Context: an optimization exercise on an open-source flow, tuned for small area. The choices shown serve that exercise and are no tape-out recipe. Only simulation tests tie the RTL to the original design; equivalence was not proved. Power and IR drop assume default switching activity.

==> violet <==
==> flow/design.v (excerpt) <==
module TopModule(
    input clk,
    input rst_n,
    input wire [3:0] sample_rate,
    input [3:0] data_in,
    input coeff_write,
    input [7:0] coeff_in,
    input [6:0] coeff_addr,
    input wire new_symbol,
    output wire [11:0] data_out,
    output reg data_out_valid
);
    parameter LATENCY = 144;
    wire [3:0] upsampler_out;
    wire rst_n_sync_wire;
    reg [7:0] counter;
    reset_synchronization rst(.clk(clk),
                              .rst_n(rst_n),
                              .rst_n_sync(rst_n_sync_wire));
    upsampler u_upsampler(
        .clk(clk),
        .rst_n(rst_n_sync_wire),
        .sample_rate(sample_rate),
        .new_symbol(new_symbol),
        .input_data(data_in),
        .output_data(upsampler_out));
    fir_filter u_fir_filter(
        .clk(clk),
        .sample_in(upsampler_out),
        .coeff_write(coeff_write),
        .coeff_in(coeff_in),
        .coeff_addr(coeff_addr),
        .fir_out(data_out));
    always @(posedge clk or negedge rst_n_sync_wire) begin
        if (!rst_n_sync_wire) begin
            counter <= 0;
            data_out_valid <= 0;
        end else begin
            if (data_in != 4'd0)
                counter <= counter + 8'd1;
            data_out_valid <= (counter >= LATENCY);
        end
    end
endmodule
Settings: LEC_CHECK=0, CAP_MARGIN=20, CORE_MARGIN=2, CORE_UTILIZATION=70, CTS_BUF_LIST=sky130_fd_sc_hd__clkbuf_16, CTS_CLUSTER_DIAMETER=90, CTS_CLUSTER_SIZE=28, PLACE_DENSITY=0.75, SLEW_MARGIN=20, SYNTH_HIERARCHICAL=1; clock period 6.0 ns.
run.sh (not shown) runs the stock make flow with config.mk's settings and CLKGATE_MAP_FILE= SYNTH_SCRIPT=/design/flow/synth_recipe.tcl, a recipe that flattens the netlist after the stock synthesis.
==> yarrow (differences from violet) <==
- CORE_UTILIZATION: 70 -> 60
- CTS_CLUSTER_DIAMETER: 90 -> 70
- CTS_CLUSTER_SIZE: 28 -> 30
- PLACE_DENSITY: 0.75 -> default
==> summary of the runs <==
In yarrow the clock skew is higher than in violet, by 0.0070 ns. In violet the combinational power is higher than in yarrow, by about 15%. Of violet and yarrow, yarrow has the higher clock-buffer cell count (gap 32). Of yarrow and violet, yarrow has the higher total power (gap 14%, measured against violet).


==> garnet: inputs <==
Starting RTL as in the previous note.
clock: 6.0 ns
lec_check: 0
cap_margin: 20
core_margin: 2
core_utilization: 65
cts_buf_list: sky130_fd_sc_hd__clkbuf_8
cts_cluster_diameter: 50
cts_cluster_size: 16
slew_margin: 20
synth_hierarchical: 1
==> amber: changes against garnet <==
- CORE_UTILIZATION: 65 -> 70
- CTS_BUF_LIST: sky130_fd_sc_hd__clkbuf_8 -> sky130_fd_sc_hd__clkbuf_16
- CTS_CLUSTER_DIAMETER: 50 -> 90
- CTS_CLUSTER_SIZE: 16 -> 30
- PLACE_DENSITY: unset -> 0.8
==> comparison table <==
| quantity | garnet | amber |
|---|---|---|
| Final period utilization | 95.3% | 94.8% |
| Worst reg2reg setup slack | 280 ps | 310 ps |
| Starting density of the core | 65.6% | 70.8% |
| Instance area after placement | 88700 sq um | 88200 sq um |
| Max VDD drop | 341 uV | 413 uV |
| Relative contribution of sequential cells to total power | 57.9% | 62.6% |
| Combinational cell fraction of total power | 2.3% | 2.8% |
| Global Route met1 Usage | 66.8% | 71.2% |
| Worst-case setup slack after placement | 475 ps | 311 ps |
| Flip-flop and latch share of the layout cell area | 34.4% | 35.0% |
| Status | complete, no violations | complete, no violations |
| Int Pwr | 12.4 mW | 11.7 mW |
| Origin of the critical flop-to-flop path | u_fir_filter.u_coeff_memory.coeff_out[3] | u_fir_filter.dl[511] |
| Fillers | 9111 | 7518 |
| Die width | 369 um | 355 um |


==> inputs of xenon <==
Starting RTL as in the previous note.
Settings: LEC_CHECK=0, CAP_MARGIN=20, CORE_MARGIN=2, CORE_UTILIZATION=70, CTS_BUF_LIST=sky130_fd_sc_hd__clkbuf_16, CTS_CLUSTER_DIAMETER=80, CTS_CLUSTER_SIZE=26, PLACE_DENSITY=0.75, SLEW_MARGIN=20, SYNTH_HIERARCHICAL=1; clock period 6.0 ns.
==> tundra (differences from xenon) <==
==> flow/config.mk (replaced) <==
export PLATFORM = sky130hd
export DESIGN_NAME = TopModule
export DESIGN_NICKNAME = TopModule
export VERILOG_FILES = /design/flow/design.v
export SDC_FILE = /design/flow/constraint.sdc
export NUM_CORES = 4
export LEC_CHECK = 0
export CAP_MARGIN = 20
export CORE_MARGIN = 2
export CORE_UTILIZATION = 40
export SLEW_MARGIN = 20
export SYNTH_HIERARCHICAL = 1
==> results_dict.tcl <==
set metrics [dict create \
    pg_seq_mw 9.58 \
    wl_met1_mm 159 \
    via_per_inst 5.70 \
    die_y_um 469 \
    nWellTaps 2838 \
    worst_pin_slew_ps 1390 \
    status "timing/DRC/antenna clean" \
    min_period_ps 5800 \
    r2r_start "u_fir_filter.dl[288]$_DFF_P_" \
    r2r_setup_slack_ps 200 \
    hpwlAfterDp_mm 360 \
    path_depth 14 \
    path_max_fanout 9 \
]
The numbers above come from tundra.

==> results_dict.tcl <==
set metrics [dict create \
    status "timing/DRC/antenna clean" \
    crit_slowest_cell "dfxtp_1" \
    min_period_ps 5880 \
    nWellTaps 1625 \
    r2r_setup_slack_ps 120 \
    path_max_fanout 6 \
    die_y_um 355 \
    syn2layout_area_growth_pct 5.14 \
    via_per_inst 7.30 \
    r2r_start "u_fir_filter.dl[280]$_DFF_P_" \
    worst_pin_slew_ps 1280 \
    track_usage_pct 60.7 \
    hpwlAfterDp_mm 306 \
    synth_nets 8517 \
]
The numbers above come from xenon.



==> maple: inputs <==
Starting RTL as in the previous note.
export LEC_CHECK = 0
export CAP_MARGIN = 20
export CORE_MARGIN = 2
export CORE_UTILIZATION = 60
export CTS_BUF_LIST = sky130_fd_sc_hd__clkbuf_16
export CTS_CLUSTER_DIAMETER = 80
export CTS_CLUSTER_SIZE = 26
export SLEW_MARGIN = 20
export SYNTH_HIERARCHICAL = 1
create_clock -name core_clock -period 6.0 [get_ports {clk}]
==> inputs of harbor, as changes to maple <==
Settings changed: CORE_UTILIZATION 60 to 75, CTS_CLUSTER_DIAMETER 80 to 90, CTS_CLUSTER_SIZE 26 to 28, PLACE_DENSITY set to 0.75.
==> inputs of nickel, as changes to maple <==
Settings changed: CAP_MARGIN 20 to 10, GPL_TIMING_DRIVEN set to 0, SLEW_MARGIN 20 to 10.
==> inputs of pepper, as changes to maple <==
Settings changed: CORE_UTILIZATION 60 to 70.
==> notes.md <==
| metric | maple | nickel | pepper | harbor |
|---|---|---|---|---|
| Clock power frac | 0.399 | 0.405 | 0.375 | 0.340 |
| Combinational cell power | 381 uW | 388 uW | 443 uW | 460 uW |
| Antenna violations before repair | 19 | 21 | 17 | 22 |
| Final-layout clock buffer total | 82 | 88 | 75 | 61 |
| Area occupied by multi-input gates | 53600 um2 | 53600 um2 | 53600 um2 | 53600 um2 |
| Run status | timing/DRC/antenna clean | finished with violations | timing/DRC/antenna clean | timing/DRC/antenna clean |
| Reasons for failing layout checks | - | setup timing | - | - |
| Number of CTS-inserted buffers | 82 | 85 | 75 | 61 |
| Internal power contribution | 12400 uW | 12500 uW | 12100 uW | 11600 uW |
| Taps Inserted | 1903 | 1903 | 1625 | 1512 |
| Start point of the critical path | u_fir_filter.dl[283]$_DFF_P_ | u_fir_filter.dl[294]$_DFF_P_ | u_fir_filter.dl[398]$_DFF_P_ | u_fir_filter.dl[306]$_DFF_P_ |
| Fraction of met1 tracks used by global routing | 0.676 | 0.642 | 0.708 | 0.727 |
| Via count of the first global-routing pass | 56700 | 57600 | 59400 | 60300 |
| Post-Place Setup Slack | 0.531 ns | -0.293 ns | 0.557 ns | 0.591 ns |

## what the ideal ports hide
In the flow no input, the clock included, has a driving cell. The finished layouts below were timed again as built, in two steps.
Step 1: set_driving_cell puts a clkbuf_16 on clk and a buf_2 on each other input, an assumption about the parent block.
Step 2 times the ports against the registers' clock, not the clock port: input delays grow and output delays shrink by t, the midpoint of the rising clock arrivals with the driver on.
Slacks: no drivers / after step 1 / after step 2; pairs: no drivers / after step 1.
run | shift t [ns] | setup slack, ns | cell pins on the clock port's net
violet | 0.835 | 0.179 / 0.179 / 0.179 | 1
yarrow | 0.845 | 0.312 / 0.312 / 0.312 | 1
garnet | 0.996 | 0.284 / 0.284 / 0.284 | 1
amber | 0.844 | 0.309 / 0.309 / 0.309 | 1
xenon | 0.825 | 0.118 / 0.118 / 0.118 | 1
tundra | 0.950 | 0.201 / 0.201 / 0.201 | 1
maple | 0.847 | 0.363 / 0.363 / 0.363 | 1
harbor | 0.873 | 0.372 / 0.372 / 0.372 | 1
nickel | 0.840 | -0.107 / -0.107 / -0.107 | 1
pepper | 0.839 | 0.411 / 0.411 / 0.411 | 1
